Source: an optimization exercise on an open RTL-to-GDS flow (aim: small area). Production flows keep margins and buffers that such runs may drop. At most, simulation tests tie the RTL to the original design; equivalence was not proved. For runs 6 to 8, only the layout was checked, not whether the RTL still works. The flow treats the clock pin as an ideal source, which a real chip does not have. No activity file was given, so power comes from the tool's default toggle rates.

===== flow/config.mk =====
export PLATFORM = sky130hd
export DESIGN_NAME = cpu
export DESIGN_NICKNAME = cpu
export VERILOG_FILES = /design/flow/design.v
export SDC_FILE = /design/flow/constraint.sdc
export NUM_CORES = 4
export LEC_CHECK = 0
export ABC_AREA = 1
export CAP_MARGIN = 20
export CORE_MARGIN = 2
export CORE_UTILIZATION = 40
export GPL_TIMING_DRIVEN = 0
export SLEW_MARGIN = 20

===== flow/constraint.sdc =====
create_clock -name core_clock -period 20.0 [get_ports {clk}]
set_input_delay 4.0000 -clock core_clock [delete_from_list [all_inputs] [get_ports {clk}]]
set_output_delay 4.0000 -clock core_clock [all_outputs]
set_load 0.01 [all_outputs]

===== flow/design.v =====
module cpu(input         clk, reset,
           input  [15:0] dataout, instruction,
           output        MemRd, MemWr,
           output [15:0] datain, instrAddr, dataAddr);
  reg  [15:0] pc;                       
  reg  [15:0] ins;                      
  reg         regwrE, memrdE, memwrE;   
  reg         fmeE;
  reg  [1:0]  wbE;
  reg  [2:0]  rdE;
  reg  [15:0] resE, sdE;
  reg         regwrM, memrdM, memwrM;   
  reg  [1:0]  wbM;
  reg  [2:0]  rdM;
  reg  [15:0] aluM, dinM;
  reg  [15:0] r1, r2, r3, r4, r5, r6, r7;
  wire [3:0] op = ins[15:12];
  wire       m  = ins[11];
  wire isAnd  = op == 4'b0000;
  wire isSub  = op == 4'b0010;
  wire isAndi = op == 4'b0100;
  wire isLw   = op == 4'b0101;
  wire isLb   = op == 4'b0110;
  wire isSw   = op == 4'b0111;
  wire isBr   = op[3:2] == 2'b10;
  wire isJc   = op[3:1] == 3'b110;      
  wire isCall = op == 4'b1101;
  wire isRet  = op == 4'b1110;
  wire isSv   = op == 4'b1111;
  wire rtype  = op[3:2] == 2'b00 && op[1:0] != 2'b11;    
  wire itype  = !op[3] && !rtype;                        
  wire regWrD = rtype || (itype && !isSw) || isCall;
  wire memRdD = isLw || isLb;
  wire memWrD = isSw || isSv;
  wire killF  = op[3] && !isSv;
  reg [2:0] rs1, rs2, rd;
  always @(*) begin
    if (isRet)                 rs1 = 3'b111;
    else if (isSv || (isBr && m)) rs1 = 3'b000;
    else if (itype || isBr)    rs1 = ins[7:5];
    else                       rs1 = ins[8:6];
    if (isSv)                  rs2 = ins[11:9];
    else if (itype || isBr)    rs2 = ins[10:8];
    else                       rs2 = ins[5:3];
    if (isCall)                rd = 3'b111;
    else if (itype && !isSw)   rd = ins[10:8];
    else                       rd = ins[11:9];
  end
  function [15:0] rfread(input [2:0] a, input [15:0] x1, x2, x3, x4, x5, x6, x7);
    case (a)
      3'd1: rfread = x1;
      3'd2: rfread = x2;
      3'd3: rfread = x3;
      3'd4: rfread = x4;
      3'd5: rfread = x5;
      3'd6: rfread = x6;
      3'd7: rfread = x7;
      default: rfread = 16'd0;
    endcase
  endfunction
  function [15:0] add16(input [15:0] a, b, input cin);
    integer i;
    reg c;
    begin
      c = cin;
      for (i = 0; i < 16; i = i + 1) begin
        add16[i] = a[i] ^ b[i] ^ c;
        c = (a[i] & b[i]) | (c & (a[i] ^ b[i]));
      end
    end
  endfunction
  function [15:0] pfx16(input [15:0] a, b, input cin);
    integer i, l;
    reg [15:0] g, p, G, P;
    begin
      g = a & b;
      p = a ^ b;
      G = g; P = p;
      G[0] = g[0] | (p[0] & cin);
      for (l = 0; l < 4; l = l + 1)
        for (i = (2 << l) - 1; i < 16; i = i + (2 << l)) begin
          G[i] = G[i] | (P[i] & G[i - (1 << l)]);
          P[i] = P[i] & P[i - (1 << l)];
        end
      for (l = 2; l >= 0; l = l - 1)
        for (i = 3 * (1 << l) - 1; i < 16; i = i + (2 << l)) begin
          G[i] = G[i] | (P[i] & G[i - (1 << l)]);
          P[i] = P[i] & P[i - (1 << l)];
        end
      pfx16 = p ^ {G[14:0], cin};
    end
  endfunction
  wire [15:0] wdM = wbM == 2'b01 ? dataout :
                    wbM[1]       ? {{8{wbM[0] & dataout[7]}}, dataout[7:0]} :
                                   aluM;
  wire e1 = rs1 != 0 && rs1 == rdE && regwrE;
  wire m1 = rs1 != 0 && rs1 == rdM && regwrM;
  wire e2 = rs2 != 0 && rs2 == rdE && regwrE;
  wire m2 = rs2 != 0 && rs2 == rdM && regwrM;
  wire [15:0] A  = e1 ? resE : m1 ? wdM : rfread(rs1, r1, r2, r3, r4, r5, r6, r7);
  wire [15:0] F2 = e2 ? resE : m2 ? wdM : rfread(rs2, r1, r2, r3, r4, r5, r6, r7);
  wire fwdME = memrdE && memWrD && rdE == rdM;
  wire stall = memrdE && (e1 || e2) && !fwdME;
  wire [15:0] imm  = {{11{ins[4] && !isAndi}}, ins[4:0]};
  wire [15:0] B    = itype ? imm : F2;
  wire        sub  = isSub || isBr;
  wire [15:0] sum  = pfx16(A, sub ? ~B : B, sub);
  wire [15:0] res  = isCall ? pc : (isAnd || isAndi) ? (A & B) : sum;
  wire Z = sum == 16'd0;
  wire N = sum[15];
  wire V = (A[15] ^ F2[15]) & (A[15] ^ sum[15]);
  wire taken = isBr && (op[1] ? (Z ^ op[0]) : (op[0] ? (N == V) : (Z || N != V)));
  wire [5:0]  off = {ins[4], ins[4:0]} + 6'b111110;
  wire [15:0] lo2 = add16({10'd0, pc[5:0]}, 16'd2, 1'b0);
  wire [15:0] lob = add16({10'd0, pc[5:0]}, {10'd0, off}, 1'b0);
  wire [9:0]  hi  = pc[15:6];
  wire [9:0]  hiInc, hiDec;
  wire [10:0] ci, bi;                    
  assign ci[0] = 1'b1;
  assign bi[0] = 1'b1;
  genvar g;
  generate
    for (g = 0; g < 10; g = g + 1) begin : incdec
      assign hiInc[g]  = hi[g] ^ ci[g];
      assign hiDec[g]  = hi[g] ^ bi[g];
      assign ci[g + 1] = ci[g] & hi[g];
      assign bi[g + 1] = bi[g] & !hi[g];
    end
  endgenerate
  wire [15:0] pc2 = {lo2[6] ? hiInc : hi, lo2[5:0]};
  wire [15:0] bt  = {lob[6] == off[5] ? hi : lob[6] ? hiInc : hiDec, lob[5:0]};
  wire [15:0] pcn = taken ? bt :
                    isJc  ? {pc[15:13], ins[11:0], 1'b0} :
                    isRet ? r7 :
                    killF ? pc : pc2;
  always @(negedge clk, posedge reset)
    if (reset) begin
      pc <= 16'd0; ins <= 16'd0;
      regwrE <= 1'b0; memrdE <= 1'b0; memwrE <= 1'b0;
      regwrM <= 1'b0; memrdM <= 1'b0; memwrM <= 1'b0;
    end else begin
      if (!stall) begin
        pc  <= pcn;
        ins <= killF ? 16'd0 : instruction;
      end
      regwrE <= regWrD && !stall;
      memwrE <= memWrD && !stall;
      memrdE <= memRdD;
      regwrM <= regwrE; memrdM <= memrdE; memwrM <= memwrE;
    end
  always @(negedge clk) begin
    rdE  <= rd;
    wbE  <= {isLb, isLw || (isLb && m)};
    resE <= res;
    sdE  <= isSv ? {{7{ins[8]}}, ins[8:0]} : F2;
    fmeE <= memrdE && isSw && rdE == rdM;
    rdM  <= rdE; wbM <= wbE; aluM <= resE;
    dinM <= fmeE ? dataout : sdE;
  end
  always @(negedge clk)
    if (regwrM)
      case (rdM)
        3'd1: r1 <= wdM;
        3'd2: r2 <= wdM;
        3'd3: r3 <= wdM;
        3'd4: r4 <= wdM;
        3'd5: r5 <= wdM;
        3'd6: r6 <= wdM;
        3'd7: r7 <= wdM;
        default: ;
      endcase
  assign instrAddr = pc;
  assign dataAddr  = aluM;
  assign datain    = dinM;
  assign MemWr     = memwrM;
  assign MemRd     = memrdM;
endmodule

===== flow/flow/run.sh =====
#!/bin/bash
# The standard layout with 1x port buffers, one inverter for the
# falling-edge clock and a clock tree of small buffers without dummy loads.
# Each step's output goes to a log of its own in this folder.
set -euo pipefail
here=$(cd "$(dirname "${BASH_SOURCE[0]}")" && pwd)
export BUFFER_PORTS_ARGS="-buffer_cell sky130_fd_sc_hd__buf_1"
export CTS_ARGS="-sink_clustering_enable -repair_clock_nets -dont_use_dummy_load -buf_list sky130_fd_sc_hd__clkbuf_8 -sink_clustering_size 16 -sink_clustering_max_diameter 60"
export PRE_CTS_TCL="$here/pre_cts.tcl"
export POST_CTS_TCL="$here/post_cts.tcl"
export PRE_GLOBAL_PLACE_TCL="$here/pre_place.tcl"
# the Liberty file restructure maps to: the platform's, less its don't-use cells
dont_use=$(sed -n '/^export DONT_USE_CELLS/,/^$/p' "$FLOW_HOME/platforms/sky130hd/config.mk" | grep -oE 'sky130_fd_sc_hd__[A-Za-z0-9_]+' | tr '\n' ' ')
python3 "$here/filter_lib.py" "$FLOW_HOME/platforms/sky130hd/lib/sky130_fd_sc_hd__tt_025C_1v80.lib" "$PWD/restructure.lib" $dont_use > filter_lib.log 2>&1
export RESTRUCTURE_LIB="$PWD/restructure.lib"
bash standard.sh synth > synth.log 2>&1
bash standard.sh floorplan > floorplan.log 2>&1
bash standard.sh place > place.log 2>&1
bash standard.sh cts > cts.log 2>&1
bash standard.sh finish > finish.log 2>&1

===== flow/flow/filter_lib.py =====
#!/usr/bin/env python3
"""Copy a Liberty file without the cells named on the command line (the platform's
don't-use cells), so that a mapping that reads it cannot pick them."""
import re
import sys

src, dst, drop = sys.argv[1], sys.argv[2], set(sys.argv[3:])
text = open(src).read()
out = []
pos = 0
for m in re.finditer(r'\n(\s*)cell\s*\(\s*"?([\w$]+)"?\s*\)\s*\{', text):
    if m.start() < pos:
        continue
    if m.group(2) not in drop:
        continue
    # find the brace that closes this cell group
    depth, i = 0, m.end() - 1
    while True:
        c = text[i]
        if c == '{':
            depth += 1
        elif c == '}':
            depth -= 1
            if depth == 0:
                break
        i += 1
    out.append(text[pos:m.start()])
    pos = i + 1
out.append(text[pos:])
open(dst, 'w').write(''.join(out))

===== flow/flow/post_cts.tcl =====
set resized 0
foreach inst [[ord::get_db_block] getInsts] {
  set master [[$inst getMaster] getName]
  if {![regexp {^sky130_fd_sc_hd__clkbuf_(\d+)$} $master -> size]} { continue }
  set net [[$inst findITerm X] getNet]
  if {$net == "NULL"} { continue }
  set loads [expr {[llength [$net getITerms]] - 1}]
  set want $size
  if {$loads > 16} {
    set want 16
  } elseif {[string match "delaybuf_*" [$inst getName]] && $loads == 1} {
    set want 2
  } elseif {$loads <= 6 && $size > 4} {
    set want 4
  } elseif {0} {
    set want 2
  }
  if {$want != $size} {
    replace_cell [$inst getName] sky130_fd_sc_hd__clkbuf_$want
    incr resized
  }
}
puts "post_cts: resized $resized clock buffers"
if {$resized > 0} {
  detailed_placement
  check_placement -verbose
}

# Synthesis leaves cells sized for speed on paths with slack to spare; size them down.
repair_timing -recover_power 100 -verbose
detailed_placement
check_placement -verbose

===== flow/flow/pre_cts.tcl =====
# Keep the one inverter that makes the falling-edge clock instead of cloning it
# next to every flip-flop; clock_tree_synthesis buffers the net it drives.
proc repair_clock_inverters {args} {
  puts "repair_clock_inverters skipped"
}

===== flow/flow/pre_place.tcl =====
# Before global placement: map the combinational logic again for area with OpenROAD's
# restructure (ABC), to the platform's cells less its don't-use ones, leaving every register as synthesis made it, then remove the buffers
# synthesis left, as timing-driven placement would; later repair steps fix timing.
set_dont_use $::env(DONT_USE_CELLS)
foreach pass {1 2} {
  restructure -target area -liberty_file $::env(RESTRUCTURE_LIB) \
    -tielo_port sky130_fd_sc_hd__conb_1/LO -tiehi_port sky130_fd_sc_hd__conb_1/HI \
    -work_dir $::env(OBJECTS_DIR) -abc_logfile $::env(LOG_DIR)/restructure_abc.log
}
remove_buffers

===== flow/standard.sh =====
#!/bin/bash
# synth_recipe.tcl (not shown) runs the flow's synth.tcl, then flattens the netlist and writes it again
# the make line also repeats each setting of config.mk as NAME=value (left out here)
make -C /OpenROAD-flow-scripts/flow DESIGN_CONFIG=/design/flow/config.mk WORK_HOME=/design/flow/orfs CLKGATE_MAP_FILE= SYNTH_SCRIPT=/design/flow/synth_recipe.tcl "${@:-finish}"

==> results.txt, run 1 <==
register area 0.00582 mm²; met2 Use GR 0.392; syn_area_per_cell 8.42 µm²; number of flops mapped to enable cells by yosys 112; Seq/Total Area, Yosys 0.478; synthesized flop and latch total 225; required time worst endpoint 10.67 ns; Peak VDD IR 89.4 µV; num ports 84; Net Count, Synth 1525; via count 10224; Worst slew margin 0.249; Cells after Synth 1444; grt ovf 0; top cells by count, synth nand2_1 (292), inv_1 (180), o21ai_0 (161); first-pass GRT wire length 57800 µm; Slew Viols, Final 0; Vert. Die Dim 178 µm; synth top area cells edfxtp_1 (28%), dfxtp_1 (12%), nand2_1 (9.0%), dfrtn_1 (7.8%), o21ai_0 (6.6%); fin area 0.0125 mm²; routability cong. 0.942; Tot Pwr 2.30 mW; Reg2Reg Depth 46; initial cell density of the core 0.408; Hold Crit Class flip-flop to flip-flop; FF-to-FF Start ins[12]; Final nets 1254; crit-path max FO 12; Setup crit start kind input port; area grow syn2layout 3.19%; Worst-Skew Late Latency 0.98 ns; met3 usage 0.0362; Vias per Instance 6.36; most instantiated library cell after synthesis nand2_1; predominant post-synthesis flop cell edfxtp_1; Fin. Hold Viols 0; multi-input logic area 0.00460 mm²; final setup violating endpoints 0; met1 Use GR 0.327; vias in the first global route 9542; HPWL after DPL 29500 µm; share of the synthesized area in the top cell type 0.277; die area 0.0318 mm²; Std-Cell Rows 63; Setup crit end kind flip-flop; share of layout cells above drive strength 1 0.0903; Port Buffers 83; Max-cap violations 0; wire per inst 24.5 µm; Pre-antenna DRT Iters 7; hold endpoint memwrM; core area 0.0298 mm²; WP data arrival 10.31 ns; asr flop ratio synth 0.169; Crit Path Class input port to flip-flop; CTS tree done; most numerous cell on the critical path o22ai_1; cell type with the largest total area after synthesis edfxtp_1; chip width 178 µm; Pwr Density 183 mW/mm²; DR iter-0 viols 1735; Routed WL 39400 µm; placed cell areas 0.0121 mm²; Synth cell types 51; post-route clock skew 0.167 ns; Residual DRC 0; Hold Path Stages 0; Syn. warnings 1; final-layout fill cell count 2935; antenna violations before repair 0; reg-to-reg slack, setup 8.30 ns; Worst Hold Launch memwrE; CP max stage delay 0.48 ns; Post-Route Utilization 0.421; RR Endpoint pc[11]; Most Crowded Layer GR met2; Pleak 4.13 nW; Clock transition at path regs 0.05 ns; GRT Overall Usage 0.247; cell area after synthesis 0.0122 mm²; largest net degree at the start of global routing 39; outcome finished clean; slowest library cell on the worst path or4_1; Antenna Diode Count 0; antenna viol nets, final 0; worst-margin pin slew 1.13 ns
## critical path: cells and delay by family
kind	cells	cell delay (ns)
XOR/XNOR	1	0.17
AO/OA/AOI/OAI	16	3.48
AND/OR/NAND/NOR	9	1.68
buffers and inverters	7	0.94
## report_power, final
part	total [mW]	internal [mW]	switching, mW	leakage (nW)
clock	0.282	0.121	0.161	0.224
combinational	1.26	0.478	0.778	1.78
sequential	0.760	0.652	0.108	2.13
total	2.30	1.25	1.05	4.13
## cells by family (layout without fill, tap and decap cells)
| kind of cell | Yosys count | count (layout) | share of synthesized area |
|---|---|---|---|
| compound gates | 357 | 484 | 0.168 |
| xor+xnor | 32 | 6 | 0.0231 |
| fa+ha+maj | 47 | 0 | 0.0564 |
| buf+inv | 245 | 310 | 0.0797 |
| flops | 225 | 225 | 0.478 |
| mux | 2 | 0 | 0.00185 |
| simple gates | 536 | 193 | 0.192 |
## final cells by class
cell class	count	area share
Timing Repair Buffer	140	0.0594
Clock buffer	36	0.0306
Inverter	134	0.0408
Multi-Input combinational cell	683	0.367
Sequential cell	225	0.464
Tap cell	390	0.0389
## metal layers
layer | vias up | wire, µm
li1 | 4545 | -
met1 | 4847 | 15500
met3 | 134 | 4000
met2 | 698 | 18000
met5 | - | 0
met4 | 0 | 1910
## layout by cell type, fill, tap and decap left out, types with 6 or more instances in the layout
master / n
a21oi_1: 30
a221oi_1: 19
a222oi_1: 37
a22o_1: 8
a22oi_1: 53
a2bb2oi_1: 15
a31oi_1: 7
a32oi_1: 7
and3_1: 11
buf_1: 83
buf_4: 24
buf_6: 12
clkbuf_1: 17
clkbuf_2: 9
clkbuf_4: 7
clkbuf_8: 19
clkinv_1: 131
dfrtn_1: 38
dfxtp_1: 75
edfxtp_1: 112
nand2_1: 59
nor2_1: 71
nor2_2: 12
nor2b_1: 6
nor3_1: 12
nor3_2: 8
o21a_1: 15
o21ai_0: 61
o21ai_1: 6
o22a_1: 69
o22ai_1: 89
o2bb2ai_1: 25
o32ai_1: 8
## worst max-delay path by stage
stage	endpoint	startpoint
after detailed placement	pc[3]	dataout[0]
after global routing	pc[11]	dataout[1]
after floorplan	pc[6]	dataout[1]
after global placement	pc[8]	dataout[0]
final	pc[11]	dataout[2]
## metrics by stage
step	hold WS (ns)	std cells	worst slack (ns)	setup TNS, ns
after floorplan	0.292	1444	1.08	0
after global placement	0.295	1515	-3.76	-55.08
after detailed placement	0.295	1559	-2.21	-30.10
after global routing	0.307	1608	-0.0109	-0.0109
final	0.295	1608	0.358	0
==> run 2: changes to the inputs <==
==> flow/flow/pre_place.tcl (replaced) <==
# Before global placement: map the combinational logic again for area with OpenROAD's
# restructure (ABC), to the platform's cells less its don't-use ones, leaving every register as synthesis made it, then remove the buffers
# synthesis left, as timing-driven placement would; later repair steps fix timing.
set_dont_use $::env(DONT_USE_CELLS)
restructure -target area -liberty_file $::env(RESTRUCTURE_LIB) \
  -tielo_port sky130_fd_sc_hd__conb_1/LO -tiehi_port sky130_fd_sc_hd__conb_1/HI \
  -work_dir $::env(OBJECTS_DIR) -abc_logfile $::env(LOG_DIR)/restructure_abc.log
remove_buffers
--- a/flow/config.mk
+++ b/flow/config.mk
@@ -6,8 +6,8 @@
 export NUM_CORES = 4
 export LEC_CHECK = 0
 export ABC_AREA = 1
-export CAP_MARGIN = 20
+export CAP_MARGIN = 10
 export CORE_MARGIN = 2
 export CORE_UTILIZATION = 40
 export GPL_TIMING_DRIVEN = 0
-export SLEW_MARGIN = 20
+export SLEW_MARGIN = 10
==> results.txt, run 2 <==
most frequent cells in the layout clkinv_1 (129), edfxtp_1 (112), o22ai_1 (94); share of the synthesized area in the top cell type 0.277; grt ovf 0; non-filler instance count after layout 1602; Std-Cell Rows 63; Clock transition at path regs 0.06 ns; num ports 84; Placed Cells 1561; routability cong. 0.981; Setup crit start kind input port; Seq/Total Area, Yosys 0.478; Worst Path Buf+Inv 5; Peak VDD IR 85.0 µV; Vert. Die Dim 178 µm; Pre-antenna DRT Iters 6; post-route clock skew 0.175 ns; first-pass GRT wire length 58400 µm; Hold Path Stages 0; combinational power share 0.539; synthesized flop and latch total 225; cell area after synthesis 0.0122 mm²; antenna viol nets, final 0; NetSw 1.02 mW; Routed WL 39300 µm; commonest non-fill, non-tap cell in the layout clkinv_1; final setup violating endpoints 0; wire per inst 24.5 µm; most instantiated library cell after synthesis nand2_1; crit-path max FO 12; Pwr Density 178 mW/mm²; cell type with the largest total area after synthesis edfxtp_1; Syn. warnings 1; Setup crit end kind flip-flop; Reg power frac 0.339; Max-cap violations 0; die area 0.0318 mm²; Final nets 1247; Synth cell types 51; DR iter-0 viols 1486; GRT Overall Usage 0.250; switching share of power 0.460; synth top area cells edfxtp_1 (28%), dfxtp_1 (12%), nand2_1 (9.0%), dfrtn_1 (7.8%), o21ai_0 (6.6%); Crit Path Class input port to flip-flop; syn_area_per_cell 8.42 µm²; via count 10116; initial cell density of the core 0.408; area grow syn2layout 2.09%; antenna violations before repair 1; share of layout cells above drive strength 1 0.0834; FF-to-FF Start ins[12]; number of flops mapped to enable cells by yosys 112; worst-margin pin slew 1.22 ns; delay-heaviest family, CP compound AO/OA/AOI/OAI gates; asr flop ratio synth 0.169; Worst slew margin 0.186; HPWL after DPL 30000 µm; largest net degree at the start of global routing 39; Net Count, Synth 1525; Cells after Synth 1444; placed cell areas 0.0120 mm²; Hold Crit Class flip-flop to flip-flop; Reg2Reg Depth 46; Vias per Instance 6.31; core area 0.0298 mm²; chip width 178 µm; required time worst endpoint 10.80 ns; Int Power 1.20 mW; Fin. Hold Viols 0; Worst-Skew Late Latency 1.02 ns; CTS tree done; Port Buffers 83; CP max stage delay 0.48 ns; final-layout fill cell count 2965; Tot Pwr 2.21 mW; Slew Viols, Final 0; Worst Hold Launch memwrE; top cells by count, synth nand2_1 (292), inv_1 (180), o21ai_0 (161); Pleak 4.06 nW; clock share of power 0.122; slowest library cell on the worst path or4_1; worst setup path start dataout[1]; WP data arrival 10.44 ns; Residual DRC 0; vias in the first global route 9552; RSZ-0062 raised after global routing no; predominant post-synthesis flop cell edfxtp_1; outcome finished clean; fin area 0.0124 mm²; Crit. path cell count 34; total negative slack 0 ns
-- run 2: final timing paths --
path / end / slack, ns
max: pc[11] / 0.36
min: memwrM / 0.30
max reg2reg: pc[11] / 8.49
min reg2reg: memwrM / 0.30
max in group asynchronous: regwrM / 6.32
min in group asynchronous: pc[4] / 13.05
-- run 2: layout make-up --
type,instances,area (µm²),area share
multi-input combinational,686,4560,0.368
sequential,225,5820,0.469
inverter,133,509,0.0410
tap,390,488,0.0393
clock buffer,34,357,0.0287
antenna,1,2.50,0.000202
timing repair buffer,133,677,0.0545
-- run 2: cells by family after synthesis --
kind of cell    count (synthesis)  share of synthesized area
xor+xnor                       32                     0.0231
flops                         225                      0.478
buf+inv                       245                     0.0797
mux                             2                    0.00185
fa+ha+maj                      47                     0.0564
simple gates                  536                      0.192
compound gates                357                      0.168
-- run 2: power groups by stage --
stage          registers [mW]  clock network (mW)  logic (mW)
5_1_grt                 0.762               0.299        1.29
3_5_place_dp            0.757              0.0561        1.14
3_3_place_gp            0.756              0.0561        1.08
2_1_floorplan           0.736              0.0561       0.904
6_report                0.750               0.271        1.19
-- run 2: per-stage QoR --
| step | hold WS, ns | utilization | worst slack [ns] |
|---|---|---|---|
| floorplan | 0.292 | - | 1.08 |
| global placement | 0.295 | 0.387 | -3.58 |
| detailed placement | 0.301 | 0.404 | -2.19 |
| global route | 0.325 | 0.417 | 0.0710 |
| finish | 0.304 | 0.417 | 0.364 |
-- run 2: routing by layer --
metal | share of wire | global-route usage
met1 | 0.41 | 0.326
met2 | 0.46 | 0.390
met3 | 0.095 | 0.0482
met4 | 0.044 | 0.142
met5 | 0 | 0
==> run 3: changes to the inputs <==
--- a/flow/config.mk
+++ b/flow/config.mk
@@ -6,8 +6,8 @@
 export NUM_CORES = 4
 export LEC_CHECK = 0
 export ABC_AREA = 1
-export CAP_MARGIN = 10
+export CAP_MARGIN = 0
 export CORE_MARGIN = 2
 export CORE_UTILIZATION = 40
 export GPL_TIMING_DRIVEN = 0
-export SLEW_MARGIN = 10
+export SLEW_MARGIN = 0
==> results.txt, run 3 <==
Routed WL 39100 µm; hold_ws 0.301 ns; slowest library cell on the worst path or4_1; Syn. warnings 1; Placed Cells 1552; vias in the first global route 9373; num ports 84; Slew Viols, Final 0; Worst-Skew Late Latency 0.98 ns; cell type with the largest total area after synthesis edfxtp_1; non-filler instance count after layout 1587; Tot Pwr 2.22 mW; outcome finished clean; Antenna Diode Count 0; Pre-antenna DRT Iters 10; Port Buffers 83; number of flops mapped to enable cells by yosys 112; DR top layer met4; Synth cell types 51; Final nets 1233; final setup violating endpoints 0; Fin. Hold Viols 0; final-layout fill cell count 2949; crit-path max FO 19; switching share of power 0.461; Seq/Total Area, Yosys 0.478; Max-cap violations 0; routability cong. 0.981; share of layout cells above drive strength 1 0.0860; synthesized flop and latch total 225; asr flop ratio synth 0.169; CP max stage delay 0.49 ns; wire per inst 24.7 µm; die area 0.0318 mm²; initial cell density of the core 0.408; required time worst endpoint 10.68 ns; antenna viol nets, final 0; post-route clock skew 0.180 ns; GRT Overall Usage 0.245; most instantiated library cell after synthesis nand2_1; CTS tree done; cell area after synthesis 0.0122 mm²; placed cell areas 0.0120 mm²; Pwr Density 179 mW/mm²; reg-to-reg slack, setup 8.30 ns; Setup crit start kind input port; combinational power share 0.541; Reg power frac 0.338; syn_area_per_cell 8.42 µm²; routed wl met3 4040 µm; via count 10104; clock share of power 0.122; Vert. Die Dim 178 µm; top cells by count, synth nand2_1 (292), inv_1 (180), o21ai_0 (161); most numerous cell on the critical path o22ai_1; largest net degree at the start of global routing 39; Vias per Instance 6.37; worst-margin pin slew 1.35 ns; most frequent cells in the layout clkinv_1 (129), edfxtp_1 (112), o22ai_1 (91); core area 0.0298 mm²; Pleak 4.01 nW; Cells after Synth 1444; Int Power 1.20 mW; synth top area cells edfxtp_1 (28%), dfxtp_1 (12%), nand2_1 (9.0%), dfrtn_1 (7.8%), o21ai_0 (6.6%); Net Count, Synth 1525; first-pass GRT wire length 57900 µm; HPWL after DPL 29700 µm; predominant post-synthesis flop cell edfxtp_1; Hold Crit Class flip-flop to flip-flop; met1 wire length 15600 µm; share of the synthesized area in the top cell type 0.277; DR iter-0 viols 1738; grt ovf 0; commonest non-fill, non-tap cell in the layout clkinv_1; Residual DRC 0; Clock transition at path regs 0.06 ns; WP data arrival 10.39 ns; Peak VDD IR 88.4 µV; area grow syn2layout 1.92%; chip width 178 µm; Crit Path Class input port to flip-flop; NetSw 1.03 mW; Worst slew margin 0.0999; Met2 Routed Length 18100 µm; Setup crit end kind flip-flop; Std-Cell Rows 63; antenna violations before repair 0; fin area 0.0124 mm²
[run 3: cell counts after synthesis]
No cell type changed its count.
[run 3: path summary, 6_finish.rpt]
check | cells after the start | startpoint | end
min in group asynchronous | 2 | reset | pc[4]
max | 32 | dataout[3] | pc[10]
min | 0 | memwrE | memwrM
max reg2reg | 47 | ins[12] | pc[10]
max in group asynchronous | 2 | reset | memrdM
min reg2reg | 0 | memwrE | memwrM
[run 3: power groups by stage]
stage	clock, mW	combinational (mW)	sequential, mW
after floorplan	0.0561	0.904	0.736
after global placement	0.0561	1.08	0.756
after detailed placement	0.0561	1.14	0.758
after global routing	0.291	1.29	0.763
final	0.271	1.20	0.750
[run 3: metal layers]
layer,vias to the layer above,GRT usage
met5,-,0
met3,101,0.0477
met4,0,0.0949
met2,653,0.398
met1,4814,0.323
li1,4536,-
[run 3: worst max-delay path, delay by kind of cell]
kind | cells | cell delay (ns)
simple gates | 9 | 1.72
compound gates | 18 | 3.64
buf+inv | 5 | 1.00
[run 3: kinds of logic (layout without fill, tap and decap cells)]
group	Yosys count	after routing	share of synthesized area
and+or+nand+nor	536	182	0.192
AOI/OAI and AO/OA	357	502	0.168
muxes	2	0	0.00185
xor gates and xnor gates	32	2	0.0231
adders and majority gates	47	0	0.0564
buffers and inverters	245	286	0.0797
DFF	225	225	0.478
[run 3: area by class of cell]
cell class                      count  area, µm²  share of cell area
Inverter                          133        509              0.0411
Tap cell                          390        488              0.0394
Multi-Input combinational cell    686       4630               0.374
Timing Repair Buffer              118        587              0.0474
Clock buffer                       35        362              0.0292
Sequential cell                   225       5820               0.469
[run 3: through the flow]
| step | utilization | setup TNS (ns) | setup slack, ns |
|---|---|---|---|
| global placement | 0.387 | -52.58 | -3.58 |
| finish | 0.416 | 0 | 0.291 |
| floorplan | - | 0 | 1.08 |
| detailed placement | 0.403 | -29.43 | -1.99 |
| global route | 0.416 | -0.123 | -0.0320 |
==> run 4: changes to the inputs <==
--- a/flow/config.mk
+++ b/flow/config.mk
@@ -6,8 +6,8 @@
 export NUM_CORES = 4
 export LEC_CHECK = 0
 export ABC_AREA = 1
-export CAP_MARGIN = 0
+export CAP_MARGIN = 20
 export CORE_MARGIN = 2
 export CORE_UTILIZATION = 40
 export GPL_TIMING_DRIVEN = 0
-export SLEW_MARGIN = 0
+export SLEW_MARGIN = 20
==> results.txt, run 4 <==
Seq/Total Area, Yosys 0.478; DR iter-0 viols 1581; top cells by count, synth nand2_1 (292), inv_1 (180), o21ai_0 (161); via count 10133; Max-cap violations 0; Residual DRC 0; delay-heaviest family, CP compound AO/OA/AOI/OAI gates; Worst slew margin 0.287; antenna violations before repair 0; Cells after Synth 1444; switching share of power 0.458; Clock transition at path regs 0.06 ns; Pwr Density 178 mW/mm²; required time worst endpoint 10.67 ns; combinational power share 0.540; HPWL after DPL 30200 µm; predominant post-synthesis flop cell edfxtp_1; cell area after synthesis 0.0122 mm²; core area 0.0298 mm²; final-layout fill cell count 2988; synth top area cells edfxtp_1 (28%), dfxtp_1 (12%), nand2_1 (9.0%), dfrtn_1 (7.8%), o21ai_0 (6.6%); Pleak 4.10 nW; total negative slack 0 ns; synthesized flop and latch total 225; WP data arrival 10.29 ns; post-route clock skew 0.175 ns; Final nets 1255; Worst Path Buf+Inv 3; Crit Path Class input port to flip-flop; Std-Cell Rows 63; Antenna Diode Count 0; wire per inst 24.5 µm; worst-margin pin slew 1.07 ns; area grow syn2layout 2.87%; CP max stage delay 0.48 ns; Setup crit start kind input port; Final WS setup 0.380 ns; share of layout cells above drive strength 1 0.0911; die area 0.0318 mm²; first-pass GRT wire length 58100 µm; syn_area_per_cell 8.42 µm²; Synth cell types 51; GRT Overall Usage 0.247; Routed WL 39300 µm; placed cell areas 0.0121 mm²; RSZ-0062 raised after global routing no; Vias per Instance 6.30; slowest library cell on the worst path or4_1; fin area 0.0125 mm²; antenna viol nets, final 0; vias in the first global route 9409; asr flop ratio synth 0.169; Syn. warnings 1; commonest non-fill, non-tap cell in the layout clkinv_1; Slew Viols, Final 0; final setup violating endpoints 0; number of flops mapped to enable cells by yosys 112; Port Buffers 83; routability cong. 0.981; largest net degree at the start of global routing 39; chip width 178 µm; grt ovf 0; Worst-Skew Late Latency 1.00 ns; num ports 84; Setup crit end kind flip-flop; share of the synthesized area in the top cell type 0.277; initial cell density of the core 0.408; Reg power frac 0.337; NetSw 1.02 mW; clock share of power 0.123; cell type with the largest total area after synthesis edfxtp_1; CTS tree done; Int Power 1.21 mW; Pre-antenna DRT Iters 10; crit-path max FO 16; pre-CTS WS -2.19 ns; Peak VDD IR 73.8 µV; Net Count, Synth 1525; Vert. Die Dim 178 µm; most instantiated library cell after synthesis nand2_1; Fin. Hold Viols 0; most frequent cells in the layout clkinv_1 (129), edfxtp_1 (112), o22ai_1 (94); outcome finished clean; Hold Crit Class flip-flop to flip-flop
run 4: logic make-up (layout without fill, tap and decap cells):
logic type / Yosys count / after routing / synth area share
simple gates: 536 / 182 / 0.192
compound gates: 357 / 502 / 0.168
buf+inv: 245 / 308 / 0.0797
flops: 225 / 225 / 0.478
fa+ha+maj: 47 / 0 / 0.0564
xor+xnor: 32 / 2 / 0.0231
mux: 2 / 0 / 0.00185
run 4: per-stage QoR:
step / utilization / std cells / total power, mW / hold slack [ns]
final: 0.420 / 1609 / 2.23 / 0.295
after global routing: 0.420 / 1609 / 2.35 / 0.318
after detailed placement: 0.405 / 1568 / 1.96 / 0.295
after global placement: 0.387 / 1517 / 1.89 / 0.295
after floorplan: - / 1444 / 1.70 / 0.292
run 4: power groups by stage:
stage          Sequential, mW  Clock [mW]  Combinational, mW
2_1_floorplan           0.736      0.0561              0.904
3_3_place_gp            0.756      0.0561               1.08
3_5_place_dp            0.758      0.0561               1.14
5_1_grt                 0.763       0.296               1.29
6_report                0.751       0.274               1.20
run 4: area by class of cell:
type | instances | area [µm²] | share of cell area
flip-flops and latches | 225 | 5820 | 0.465
multi-input cells | 686 | 4580 | 0.366
repair buffers | 140 | 744 | 0.0595
inverters | 133 | 508 | 0.0406
well taps | 390 | 488 | 0.0390
clock buffers | 35 | 370 | 0.0296
run 4: worst register-to-register path, delay by kind of cell, from the launching register on:
kind	cells	cell delay, ns
flops	1	0.47
buf+inv	9	2.25
compound gates	23	5.17
simple gates	14	2.64
run 4: path summary, 6_finish.rpt:
kind                       startpoint  cells after the start       to  slack, ns
max reg2reg                   ins[13]                     46    pc[9]       9.15
min reg2reg                    memwrE                      0   memwrM       0.29
max in group asynchronous       reset                      3   pc[10]       6.55
max                        dataout[2]                     31    pc[9]       0.38
min                            memwrE                      0   memwrM       0.29
min in group asynchronous       reset                      2  ins[10]      12.99
run 4: metal layers:
metal  up-vias  GRT usage  wire, µm
met1      4849      0.319     15800
met5         -          0         0
li1       4575          -         -
met3       118     0.0541      3840
met4         0      0.110      1580
met2       591      0.398     18200
==> run 5: changes to the inputs <==
--- a/flow/design.v
+++ b/flow/design.v
@@ -111,7 +111,7 @@
   wire V = (A[15] ^ F2[15]) & (A[15] ^ sum[15]);
   wire taken = isBr && (op[1] ? (Z ^ op[0]) : (op[0] ? (N == V) : (Z || N != V)));
   wire [5:0]  off = {ins[4], ins[4:0]} + 6'b111110;
-  wire [15:0] lo2 = add16({10'd0, pc[5:0]}, 16'd2, 1'b0);
+  wire [15:0] lo2 = add16({10'd0, pc[5:0]}, {14'd0, !killF, 1'b0}, 1'b0);
   wire [15:0] lob = add16({10'd0, pc[5:0]}, {10'd0, off}, 1'b0);
   wire [9:0]  hi  = pc[15:6];
   wire [9:0]  hiInc, hiDec;
@@ -132,7 +132,7 @@
   wire [15:0] pcn = taken ? bt :
                     isJc  ? {pc[15:13], ins[11:0], 1'b0} :
                     isRet ? r7 :
-                    killF ? pc : pc2;
+                    pc2;
   always @(negedge clk, posedge reset)
     if (reset) begin
       pc <= 16'd0; ins <= 16'd0;
--- a/flow/config.mk
+++ b/flow/config.mk
@@ -6,8 +6,8 @@
 export NUM_CORES = 4
 export LEC_CHECK = 0
 export ABC_AREA = 1
-export CAP_MARGIN = 20
+export CAP_MARGIN = 10
 export CORE_MARGIN = 2
 export CORE_UTILIZATION = 40
 export GPL_TIMING_DRIVEN = 0
-export SLEW_MARGIN = 20
+export SLEW_MARGIN = 10
==> results.txt, run 5 <==
NetSw 1.10 mW; initial cell density of the core 0.404; Syn. warnings 1; Pre-antenna DRT Iters 7; Reg2Reg Depth 43; most frequent cells in the layout clkinv_1 (119), edfxtp_1 (112), o22ai_1 (102); simple-gate portion of the synthesized area 0.213; wire per inst 24.7 µm; Worst slew margin 0.236; Pleak 4.07 nW; Vias per Instance 6.35; required time worst endpoint 10.52 ns; syn_area_per_cell 8.73 µm²; Hold Crit Class flip-flop to flip-flop; Setup crit start kind input port; Clock transition at path regs 0.06 ns; Worst-Skew Late Latency 0.85 ns; RSZ-0062 raised after global routing no; CP max stage delay 0.32 ns; XOR/XNOR Fraction of Synth Area 0.0235; cell type with the largest total area after synthesis edfxtp_1; Synth Area in Compound Gates 0.156; area grow syn2layout 0.437%; synth top area cells edfxtp_1 (27%), dfxtp_1 (12%), nand2_1 (8.7%), dfrtn_1 (7.7%), o21ai_0 (4.6%); Seq/Total Area, Yosys 0.473; Tot Pwr 2.35 mW; number of flops mapped to enable cells by yosys 112; Synth cell types 59; HPWL after DPL 29600 µm; post-route clock skew 0.169 ns; total negative slack 0 ns; Slew Viols, Final 0; WP data arrival 10.11 ns; grt ovf 0; routability cong. 0.959; clock share of power 0.113; post-synthesis mux area share 0.00264; vias in the first global route 9556; Residual DRC 0; GRT Overall Usage 0.242; via count 10096; outcome finished clean; hold_ws 0.304 ns; cell area after synthesis 0.0123 mm²; Port Buffers 83; predominant post-synthesis flop cell edfxtp_1; Hold Path Stages 0; chip width 179 µm; Routed WL 39200 µm; Peak VDD IR 88.7 µV; DR iter-0 viols 1401; Setup crit end kind flip-flop; final-layout fill cell count 2994; crit-path max FO 10; antenna violations before repair 3; largest net degree at the start of global routing 39; Int Power 1.25 mW; commonest non-fill, non-tap cell in the layout clkinv_1; num ports 84; Max-cap violations 0; Std-Cell Rows 64; share of layout cells above drive strength 1 0.0745; antenna viol nets, final 0; CTS tree done; most instantiated library cell after synthesis nand2_1; Pwr Density 190 mW/mm²; slowest library cell on the worst path a22oi_1; synthesized flop and latch total 225; top cells by count, synth nand2_1 (286), inv_1 (150), o21ai_0 (113); first-pass GRT wire length 57900 µm; worst-margin pin slew 1.14 ns; final setup violating endpoints 0; Crit Path Class input port to flip-flop; post-synthesis adder-cell area fraction 0.0568; Fin. Hold Viols 0; Net Count, Synth 1491; Cells after Synth 1409; switching share of power 0.467; dominant combinational cell family by area after synthesis simple AND/OR/NAND/NOR gates; Final nets 1230; combinational power share 0.564; asr flop ratio synth 0.169; Vert. Die Dim 179 µm; share of the synthesized area in the top cell type 0.273; core area 0.0304 mm²; die area 0.0322 mm²; Reg power frac 0.323
[run 5: power groups by stage]
stage / clock network, mW / registers (mW) / logic, mW
2_1_floorplan: 0.0561 / 0.743 / 1.01
3_3_place_gp: 0.0561 / 0.766 / 1.21
3_5_place_dp: 0.0561 / 0.765 / 1.26
5_1_grt: 0.288 / 0.769 / 1.42
6_report: 0.265 / 0.758 / 1.32
[run 5: cell type report]
| type | count | area (µm²) | area share |
|---|---|---|---|
| Sequential cell | 225 | 5820 | 0.471 |
| Multi-Input combinational cell | 687 | 4550 | 0.369 |
| Timing Repair Buffer | 128 | 668 | 0.0541 |
| Tap cell | 396 | 495 | 0.0401 |
| Inverter | 123 | 465 | 0.0377 |
| Clock buffer | 31 | 354 | 0.0287 |
| Antenna cell | 1 | 2.50 | 0.000203 |
[run 5: worst paths after layout]
| path | to | slack (ns) | start |
|---|---|---|---|
| worst max-delay path | pc[8] | 0.42 | dataout[0] |
| worst min-delay path | memwrM | 0.30 | memwrE |
| worst max register to register | pc[8] | 8.62 | ins[12] |
| worst min register to register | memwrM | 0.30 | memwrE |
| max in group asynchronous | pc[4] | 6.48 | reset |
| min in group asynchronous | pc[10] | 13.05 | reset |
[run 5: logic make-up after synthesis]
group | count (synthesis)
buf+inv | 225
compound gates | 314
fa+ha+maj | 48
simple gates | 561
flops | 225
mux | 3
xor+xnor | 33
[run 5: worst max-delay path: cells and delay by family]
family	cells	cell delay [ns]
AO/OA/AOI/OAI	21	4.51
buffers and inverters	7	1.00
AND/OR/NAND/NOR	5	0.58
[run 5: through the flow]
step / utilization / cells / setup WS, ns / cell area, µm²
global placement: 0.378 / 1514 / -3.40 / 11500
finish: 0.406 / 1591 / 0.416 / 12400
floorplan: - / 1409 / 1.35 / 12300
global route: 0.406 / 1591 / 0.0896 / 12400
detailed placement: 0.396 / 1555 / -2.02 / 12000
[run 5: routing by layer]
metal,wire [µm],part of all wire,vias up,global-route usage
met5,13,0.00033,-,0
met3,3930,0.10,115,0.0466
li1,-,-,4539,-
met4,1850,0.047,2,0.122
met2,17900,0.46,647,0.378
met1,15500,0.40,4793,0.320
==> run 6: changes to the inputs <==
--- a/flow/design.v
+++ b/flow/design.v
@@ -97,7 +97,7 @@
   wire m1 = rs1 != 0 && rs1 == rdM && regwrM;
   wire e2 = rs2 != 0 && rs2 == rdE && regwrE;
   wire m2 = rs2 != 0 && rs2 == rdM && regwrM;
-  wire [15:0] A  = e1 ? resE : m1 ? wdM : rfread(rs1, r1, r2, r3, r4, r5, r6, r7);
+  wire [15:0] A  = e1 && !isRet ? resE : m1 && !isRet ? wdM : rfread(rs1, r1, r2, r3, r4, r5, r6, r7);
   wire [15:0] F2 = e2 ? resE : m2 ? wdM : rfread(rs2, r1, r2, r3, r4, r5, r6, r7);
   wire fwdME = memrdE && memWrD && rdE == rdM;
   wire stall = memrdE && (e1 || e2) && !fwdME;
@@ -111,7 +111,7 @@
   wire V = (A[15] ^ F2[15]) & (A[15] ^ sum[15]);
   wire taken = isBr && (op[1] ? (Z ^ op[0]) : (op[0] ? (N == V) : (Z || N != V)));
   wire [5:0]  off = {ins[4], ins[4:0]} + 6'b111110;
-  wire [15:0] lo2 = add16({10'd0, pc[5:0]}, {14'd0, !killF, 1'b0}, 1'b0);
+  wire [15:0] lo2 = add16({10'd0, pc[5:0]}, 16'd2, 1'b0);
   wire [15:0] lob = add16({10'd0, pc[5:0]}, {10'd0, off}, 1'b0);
   wire [9:0]  hi  = pc[15:6];
   wire [9:0]  hiInc, hiDec;
@@ -131,8 +131,8 @@
   wire [15:0] bt  = {lob[6] == off[5] ? hi : lob[6] ? hiInc : hiDec, lob[5:0]};
   wire [15:0] pcn = taken ? bt :
                     isJc  ? {pc[15:13], ins[11:0], 1'b0} :
-                    isRet ? r7 :
-                    pc2;
+                    isRet ? A :
+                    killF ? pc : pc2;
   always @(negedge clk, posedge reset)
     if (reset) begin
       pc <= 16'd0; ins <= 16'd0;
==> results.txt, run 6 <==
WP data arrival 10.39 ns; die area 0.0321 mm²; predominant post-synthesis flop cell edfxtp_1; worst-margin pin slew 1.26 ns; Slew Viols, Final 0; Crit Path Class input port to flip-flop; Pleak 4.07 nW; combinational power share 0.532; commonest non-fill, non-tap cell in the layout clkinv_1; vias in the first global route 9671; top cells by count, synth nand2_1 (318), inv_1 (181), o21ai_0 (154); Vias per Instance 6.37; most instantiated library cell after synthesis nand2_1; final-layout fill cell count 2994; NetSw 0.995 mW; Net Count, Synth 1543; delay-heaviest family, CP compound AO/OA/AOI/OAI gates; reg-to-reg slack, setup 6.28 ns; initial cell density of the core 0.403; Worst slew margin 0.161; cell type with the largest total area after synthesis edfxtp_1; slowest library cell on the worst path o21ai_0; switching share of power 0.458; Fin. Hold Viols 0; core area 0.0304 mm²; first-pass GRT wire length 58700 µm; syn_area_per_cell 8.40 µm²; Reg power frac 0.341; area grow syn2layout 0.673%; Synth cell types 50; Pre-antenna DRT Iters 9; largest net degree at the start of global routing 39; Max-cap violations 0; DR iter-0 viols 1707; hold_ws 0.305 ns; Final nets 1233; synth top area cells edfxtp_1 (27%), dfxtp_1 (12%), nand2_1 (9.7%), dfrtn_1 (7.7%), o21ai_0 (6.3%); via count 10161; Cells after Synth 1462; share of the synthesized area in the top cell type 0.274; total negative slack 0 ns; Clock transition at path regs 0.06 ns; synthesized flop and latch total 225; grt ovf 0; required time worst endpoint 10.68 ns; routability cong. 0.960; Vert. Die Dim 179 µm; Worst-Skew Late Latency 1.00 ns; num ports 84; Syn. warnings 1; final setup violating endpoints 0; most frequent cells in the layout clkinv_1 (115), edfxtp_1 (112), buf_1 (83); Hold Crit Class flip-flop to flip-flop; wire per inst 24.7 µm; chip width 179 µm; most numerous cell on the critical path o21ai_0; Residual DRC 0; Int Power 1.18 mW; Seq/Total Area, Yosys 0.474; outcome finished clean; CP max stage delay 0.86 ns; Routed WL 39500 µm; Setup crit end kind flip-flop; antenna violations before repair 1; CTS tree done; crit-path max FO 18; clock share of power 0.127; asr flop ratio synth 0.169; Worst Path Buf+Inv 4; Peak VDD IR 77.1 µV; Port Buffers 83; GRT Overall Usage 0.249; post-route clock skew 0.176 ns; share of layout cells above drive strength 1 0.0769; number of flops mapped to enable cells by yosys 112; Setup crit start kind input port; HPWL after DPL 29200 µm; Pwr Density 176 mW/mm²; Std-Cell Rows 64; antenna viol nets, final 0; cell area after synthesis 0.0123 mm²
[run 6: area by class of cell]
class                   count  area, µm²  area share
diodes                      1       2.50    0.000202
clock buffers              33        364      0.0295
inverters                 119        455      0.0369
multi-input cells         693       4570       0.370
flip-flops and latches    225       5820       0.471
well taps                 396        495      0.0401
repair buffers            127        654      0.0530
[run 6: cell families after synthesis]
group | after synthesis | share of synthesized area
and+or+nand+nor | 572 | 0.210
AOI/OAI and AO/OA | 338 | 0.157
buffers and inverters | 245 | 0.0774
DFF | 225 | 0.474
adders and majority gates | 47 | 0.0559
xor gates and xnor gates | 31 | 0.0221
muxes | 4 | 0.00367
[run 6: routing by layer]
metal,GRT usage,vias up,part of all wire
met5,0,-,0
met4,0.144,0,0.054
met3,0.0433,142,0.099
met2,0.399,737,0.46
met1,0.316,4781,0.39
li1,-,4501,-
[run 6: power groups by stage]
stage / Clock (mW) / Sequential, mW / Combinational [mW]
floorplan: 0.0561 / 0.742 / 0.996
global placement: 0.0561 / 0.749 / 1.04
detailed placement: 0.0561 / 0.747 / 1.10
global route: 0.299 / 0.754 / 1.24
finish: 0.276 / 0.741 / 1.16
[run 6: worst register-to-register path, delay by kind of cell, from the launching register on]
family | cells | cell delay (ns)
simple gates | 14 | 3.56
buf+inv | 11 | 3.81
flops | 1 | 0.55
compound gates | 19 | 5.45
xor+xnor | 1 | 0.18
[run 6: worst paths after layout]
path / from / cells past startpoint / to
max in group asynchronous: reset / 3 / pc[8]
hold reg to reg: memwrE / 0 / memwrM
hold / removal: memwrE / 0 / memwrM
setup reg to reg: ins[15] / 45 / pc[11]
setup / recovery: dataout[7] / 27 / pc[11]
min in group asynchronous: reset / 2 / memwrE
[run 6: per-stage QoR]
stage / total power [mW] / cells / util / cell area, µm² / setup slack [ns]
finish: 2.17 / 1594 / 0.406 / 12400 / 0.292
global route: 2.29 / 1594 / 0.406 / 12400 / -0.0140
detailed placement: 1.90 / 1558 / 0.395 / 12000 / -2.42
global placement: 1.85 / 1516 / 0.378 / 11500 / -2.69
floorplan: 1.79 / 1462 / - / 12300 / 1.20
==> run 7: changes to the inputs <==
--- a/flow/design.v
+++ b/flow/design.v
@@ -97,21 +97,21 @@
   wire m1 = rs1 != 0 && rs1 == rdM && regwrM;
   wire e2 = rs2 != 0 && rs2 == rdE && regwrE;
   wire m2 = rs2 != 0 && rs2 == rdM && regwrM;
-  wire [15:0] A  = e1 && !isRet ? resE : m1 && !isRet ? wdM : rfread(rs1, r1, r2, r3, r4, r5, r6, r7);
+  wire [15:0] A  = e1 ? resE : m1 ? wdM : rfread(rs1, r1, r2, r3, r4, r5, r6, r7);
   wire [15:0] F2 = e2 ? resE : m2 ? wdM : rfread(rs2, r1, r2, r3, r4, r5, r6, r7);
   wire fwdME = memrdE && memWrD && rdE == rdM;
   wire stall = memrdE && (e1 || e2) && !fwdME;
   wire [15:0] imm  = {{11{ins[4] && !isAndi}}, ins[4:0]};
   wire [15:0] B    = itype ? imm : F2;
   wire        sub  = isSub || isBr;
-  wire [15:0] sum  = pfx16(A, sub ? ~B : B, sub);
+  wire [15:0] sum  = add16(A, sub ? ~B : B, sub);
   wire [15:0] res  = isCall ? pc : (isAnd || isAndi) ? (A & B) : sum;
   wire Z = sum == 16'd0;
   wire N = sum[15];
   wire V = (A[15] ^ F2[15]) & (A[15] ^ sum[15]);
   wire taken = isBr && (op[1] ? (Z ^ op[0]) : (op[0] ? (N == V) : (Z || N != V)));
   wire [5:0]  off = {ins[4], ins[4:0]} + 6'b111110;
-  wire [15:0] lo2 = add16({10'd0, pc[5:0]}, 16'd2, 1'b0);
+  wire [15:0] lo2 = add16({10'd0, pc[5:0]}, {14'd0, !killF, 1'b0}, 1'b0);
   wire [15:0] lob = add16({10'd0, pc[5:0]}, {10'd0, off}, 1'b0);
   wire [9:0]  hi  = pc[15:6];
   wire [9:0]  hiInc, hiDec;
@@ -131,8 +131,8 @@
   wire [15:0] bt  = {lob[6] == off[5] ? hi : lob[6] ? hiInc : hiDec, lob[5:0]};
   wire [15:0] pcn = taken ? bt :
                     isJc  ? {pc[15:13], ins[11:0], 1'b0} :
-                    isRet ? A :
-                    killF ? pc : pc2;
+                    isRet ? r7 :
+                    pc2;
   always @(negedge clk, posedge reset)
     if (reset) begin
       pc <= 16'd0; ins <= 16'd0;
--- a/flow/flow/run.sh
+++ b/flow/flow/run.sh
@@ -1,6 +1,11 @@
 #!/bin/bash
-# The standard layout with 1x port buffers, one inverter for the
-# falling-edge clock and a clock tree of small buffers without dummy loads.
+# The standard layout (standard.sh) with these changes, made through ORFS's own
+# variables and step hooks:
+# - 1x buffers on the ports;
+# - before global placement, the combinational logic is mapped again for area
+#   (pre_place.tcl);
+# - one inverter makes the falling-edge clock (pre_cts.tcl), and the clock tree is built
+#   of clkbuf_8 without dummy loads, then resized and the logic sized down (post_cts.tcl).
 # Each step's output goes to a log of its own in this folder.
 set -euo pipefail
 here=$(cd "$(dirname "${BASH_SOURCE[0]}")" && pwd)
--- a/flow/flow/post_cts.tcl
+++ b/flow/flow/post_cts.tcl
@@ -1,3 +1,7 @@
+# After clock tree synthesis:
+# - a lightly loaded clock buffer (6 loads or fewer) gets clkbuf_4;
+# - a delay buffer that evens out the two clock nets' latencies drives one buffer and
+#   gets clkbuf_2.
 set resized 0
 foreach inst [[ord::get_db_block] getInsts] {
   set master [[$inst getMaster] getName]
@@ -12,8 +16,6 @@
     set want 2
   } elseif {$loads <= 6 && $size > 4} {
     set want 4
-  } elseif {0} {
-    set want 2
   }
   if {$want != $size} {
     replace_cell [$inst getName] sky130_fd_sc_hd__clkbuf_$want
@@ -26,7 +28,7 @@
   check_placement -verbose
 }
 
-# Synthesis leaves cells sized for speed on paths with slack to spare; size them down.
+# Cells on paths with slack to spare are sized down.
 repair_timing -recover_power 100 -verbose
 detailed_placement
 check_placement -verbose
==> flow/flow/pre_place.tcl (replaced) <==
# Before global placement: map the combinational logic again for area with OpenROAD's
# restructure (ABC), to the platform's cells less its don't-use ones. Registers stay as
# synthesis made them. Then remove the buffers synthesis left, as timing-driven placement
# would; the later repair steps fix slew, capacitance and timing.
set_dont_use $::env(DONT_USE_CELLS)
restructure -target area -liberty_file $::env(RESTRUCTURE_LIB) \
  -tielo_port sky130_fd_sc_hd__conb_1/LO -tiehi_port sky130_fd_sc_hd__conb_1/HI \
  -work_dir $::env(OBJECTS_DIR) -abc_logfile $::env(LOG_DIR)/restructure_abc.log
remove_buffers
==> results.txt, run 7 <==
outcome finished clean; predominant post-synthesis flop cell edfxtp_1; via count 10395; Worst Hold Launch memwrE; Net Count, Synth 1452; routability cong. 0.946; switching share of power 0.460; largest net degree at the start of global routing 39; FF-to-FF Start ins[12]; worst-margin pin slew 1.20 ns; syn_area_per_cell 8.69 µm²; Synth cell types 53; Int Power 1.24 mW; Fin. Hold Viols 0; first-pass GRT wire length 57300 µm; grt ovf 0; RSZ-0062 raised after global routing yes; share of the synthesized area in the top cell type 0.281; Vias per Instance 6.35; share of layout cells above drive strength 1 0.114; CP max stage delay 0.29 ns; Post-Route Utilization 0.430; final setup violating endpoints 0; top cells by count, synth nand2_1 (302), inv_1 (153), o21ai_0 (139); HPWL after DPL 28800 µm; Slew Viols, Final 0; Hold Crit Class flip-flop to flip-flop; GRT Overall Usage 0.245; asr flop ratio synth 0.169; Setup crit start kind input port; Hold Path Stages 0; Final nets 1281; Seq/Total Area, Yosys 0.486; cell area after synthesis 0.0120 mm²; area grow syn2layout 6.16%; CTS tree done; die area 0.0313 mm²; wire per inst 23.8 µm; most frequent cells in the layout edfxtp_1 (112), clkinv_1 (112), nor2_1 (88); crit-path max FO 6; register area 0.00582 mm²; vias in the first global route 9608; combinational power share 0.558; initial cell density of the core 0.405; cell type with the largest total area after synthesis edfxtp_1; NetSw 1.06 mW; chip width 177 µm; Worst-Skew Late Latency 0.98 ns; most numerous cell on the critical path o21ai_2; Crit Path Class input port to flip-flop; clock share of power 0.119; WP data arrival 10.45 ns; antenna violations before repair 1; Port Buffers 83; Pwr Density 181 mW/mm²; synth top area cells edfxtp_1 (28%), dfxtp_1 (13%), nand2_1 (9.5%), dfrtn_1 (7.9%), o21ai_0 (5.8%); Vert. Die Dim 177 µm; placed cell areas 0.0120 mm²; final-layout fill cell count 2886; Reg2Reg Depth 53; antenna viol nets, final 0; most instantiated library cell after synthesis nand2_1; Worst slew margin 0.196; Pre-antenna DRT Iters 9; Routed WL 39000 µm; DR iter-0 viols 1633; slowest library cell on the worst path mux2i_2; core area 0.0296 mm²; Reg power frac 0.323; RR Endpoint pc[14]; Clock transition at path regs 0.06 ns; Max-cap violations 0; num ports 84; synthesized flop and latch total 225; required time worst endpoint 10.64 ns; Pleak 4.22 nW; Cells after Synth 1376; Setup crit end kind flip-flop; reg-to-reg slack, setup 7.87 ns; hold endpoint memwrM; Std-Cell Rows 63; number of flops mapped to enable cells by yosys 112; Syn. warnings 1; Peak VDD IR 61.0 µV; fin area 0.0127 mm²; post-route clock skew 0.175 ns; Residual DRC 0; multi-input logic area 0.00482 mm²
run 7: worst max path at each step:
stage	endpoint	start	cells after the start
6_report	pc[14]	dataout[0]	47
3_3_place_gp	pc[11]	dataout[1]	43
5_1_grt	pc[15]	dataout[0]	47
2_1_floorplan	pc[15]	dataout[0]	38
3_5_place_dp	pc[10]	dataout[0]	45
run 7: kinds of logic after synthesis:
family | synth area share
flops | 0.486
buf+inv | 0.0719
compound gates | 0.152
xor+xnor | 0.0190
fa+ha+maj | 0.0559
mux | 0.0159
simple gates | 0.199
run 7: per-layer routing:
metal  track usage  vias up  routed length [µm]
li1              -     4614                   -
met4         0.109        0                1690
met3        0.0432      113                4140
met2         0.373      701               17000
met1         0.341     4967               16200
met5             0        -                   0
run 7: per-stage QoR:
step           cells  hold WS [ns]  worst slack, ns  setup TNS, ns  power [mW]
2_1_floorplan   1376         0.292            -1.69         -27.94        1.60
3_3_place_gp    1544         0.298            -5.27         -82.97        1.87
3_5_place_dp    1584         0.299            -3.80         -59.27        1.92
5_1_grt         1636         0.315           -0.115         -0.823        2.44
6_report        1636         0.301            0.187              0        2.30
run 7: power by group through the flow:
stage	Clock [mW]	Combinational, mW	Sequential, mW
2_1_floorplan	0.0561	0.811	0.729
3_5_place_dp	0.0561	1.12	0.746
5_1_grt	0.299	1.39	0.750
6_report	0.274	1.28	0.742
3_3_place_gp	0.0561	1.06	0.747
run 7: final cells by class:
cell class                      instances  area share
Sequential cell                       225       0.458
Multi-Input combinational cell        732       0.380
Inverter                              115      0.0351
Tap cell                              390      0.0384
Clock buffer                           34      0.0291
Timing Repair Buffer                  139      0.0597
Antenna cell                            1    0.000197
run 7: critical path, delay by kind of cell:
kind	cells	cell delay (ns)
AO/OA/AOI/OAI	22	3.96
XOR/XNOR	2	0.31
buffers and inverters	3	0.32
multiplexers	1	0.29
AND/OR/NAND/NOR	19	1.54
==> run 8: changes to the inputs <==
--- a/flow/config.mk
+++ b/flow/config.mk
@@ -6,8 +6,8 @@
 export NUM_CORES = 4
 export LEC_CHECK = 0
 export ABC_AREA = 1
-export CAP_MARGIN = 10
+export CAP_MARGIN = 0
 export CORE_MARGIN = 2
 export CORE_UTILIZATION = 40
 export GPL_TIMING_DRIVEN = 0
-export SLEW_MARGIN = 10
+export SLEW_MARGIN = 0
==> results.txt, run 8 <==
routability cong. 0.946; worst-margin pin slew 1.36 ns; Pwr Density 180 mW/mm²; syn_area_per_cell 8.69 µm²; fin area 0.0125 mm²; largest net degree at the start of global routing 29; grt ovf 0; Seq/Total Area, Yosys 0.486; Std-Cell Rows 63; Routed WL 38800 µm; via count 10306; synth top area cells edfxtp_1 (28%), dfxtp_1 (13%), nand2_1 (9.5%), dfrtn_1 (7.9%), o21ai_0 (5.8%); HPWL after DPL 28500 µm; cell area after synthesis 0.0120 mm²; Setup crit end kind flip-flop; outcome finished clean; non-filler instance count after layout 1617; Vert. Die Dim 177 µm; crit-path max FO 16; Syn. warnings 1; Max-cap violations 0; asr flop ratio synth 0.169; CTS tree done; Synth cell types 53; total negative slack 0 ns; vias in the first global route 9535; antenna viol nets, final 0; share of the synthesized area in the top cell type 0.281; predominant post-synthesis flop cell edfxtp_1; antenna violations before repair 1; Slew Viols, Final 0; Clock transition at path regs 0.06 ns; Worst slew margin 0.0899; Final nets 1263; chip width 177 µm; Crit Path Class input port to flip-flop; Hold Crit Class flip-flop to flip-flop; Post-Route Utilization 0.424; Pleak 4.15 nW; most instantiated library cell after synthesis nand2_1; share of layout cells above drive strength 1 0.0962; WP data arrival 10.31 ns; GRT Overall Usage 0.246; area grow syn2layout 4.72%; Pre-antenna DRT Iters 6; slowest library cell on the worst path a22o_4; RSZ-0062 raised after global routing no; Net Count, Synth 1452; most frequent cells in the layout clkinv_1 (113), edfxtp_1 (112), nor2_1 (94); number of flops mapped to enable cells by yosys 112; DR iter-0 viols 1730; cell type with the largest total area after synthesis edfxtp_1; required time worst endpoint 10.77 ns; Vias per Instance 6.37; first-pass GRT wire length 57400 µm; initial cell density of the core 0.405; Residual DRC 0; Worst-Skew Late Latency 1.09 ns; core area 0.0296 mm²; top cells by count, synth nand2_1 (302), inv_1 (153), o21ai_0 (139); Placed Cells 1575; Antenna Diode Count 0; placed cell areas 0.0120 mm²; Fin. Hold Viols 0; Cells after Synth 1376; wire per inst 24.0 µm; die area 0.0313 mm²; Port Buffers 83; synthesized flop and latch total 225; Peak VDD IR 58.1 µV; CP max stage delay 0.31 ns; Setup crit start kind input port; post-route clock skew 0.287 ns; reg-to-reg slack, setup 7.70 ns; final setup violating endpoints 0; commonest non-fill, non-tap cell in the layout clkinv_1; num ports 84; final-layout fill cell count 2922
## run 8: layout make-up
class	instances	area [µm²]	share of cell area
Clock buffer	35	390	0.0312
Sequential cell	225	5820	0.464
Timing Repair Buffer	121	623	0.0497
Tap cell	390	488	0.0390
Multi-Input combinational cell	731	4770	0.381
Inverter	115	439	0.0351
## run 8: worst paths after layout
kind | end | start | cells past startpoint
worst min-delay path | memwrM | memwrE | 0
max in group asynchronous | ins[2] | reset | 3
min in group asynchronous | ins[5] | reset | 2
worst max-delay path | pc[14] | dataout[1] | 47
worst min register to register | memwrM | memwrE | 0
worst max register to register | pc[14] | ins[12] | 53
## run 8: logic make-up after synthesis
kind of cell               after synthesis  synth area share
xor gates and xnor gates                26            0.0190
buffers and inverters                  218            0.0719
DFF                                    225             0.486
adders and majority gates               42            0.0559
and+or+nand+nor                        532             0.199
AOI/OAI and AO/OA                      316             0.152
muxes                                   17            0.0159
## run 8: power breakdown
| part | switching [mW] | leakage [nW] | total (mW) | internal, mW |
|---|---|---|---|---|
| sequential | 0.0940 | 2.13 | 0.739 | 0.645 |
| combinational | 0.782 | 1.79 | 1.23 | 0.448 |
| clock | 0.160 | 0.225 | 0.284 | 0.124 |
| total | 1.04 | 4.15 | 2.25 | 1.22 |
## run 8: critical path, delay by kind of cell
family / cells / cell delay (ns)
multiplexers: 1 / 0.30
AND/OR/NAND/NOR: 17 / 1.45
XOR/XNOR: 2 / 0.28
buffers and inverters: 4 / 0.45
AO/OA/AOI/OAI: 23 / 3.83
## run 8: routing by layer
layer	vias up	track usage	part of all wire	wire length (µm)
li1	4573	-	-	-
met1	4915	0.344	0.41	15900
met2	712	0.384	0.45	17300
met3	106	0.0451	0.11	4240
met4	0	0.0820	0.032	1260
met5	-	0	0	0
## run 8: stage by stage
step | worst slack, ns | hold WS [ns] | power (mW)
global route | 0.0370 | 0.315 | 2.40
global placement | -5.27 | 0.298 | 1.87
floorplan | -1.69 | 0.292 | 1.60
finish | 0.460 | 0.300 | 2.25
detailed placement | -3.77 | 0.299 | 1.92
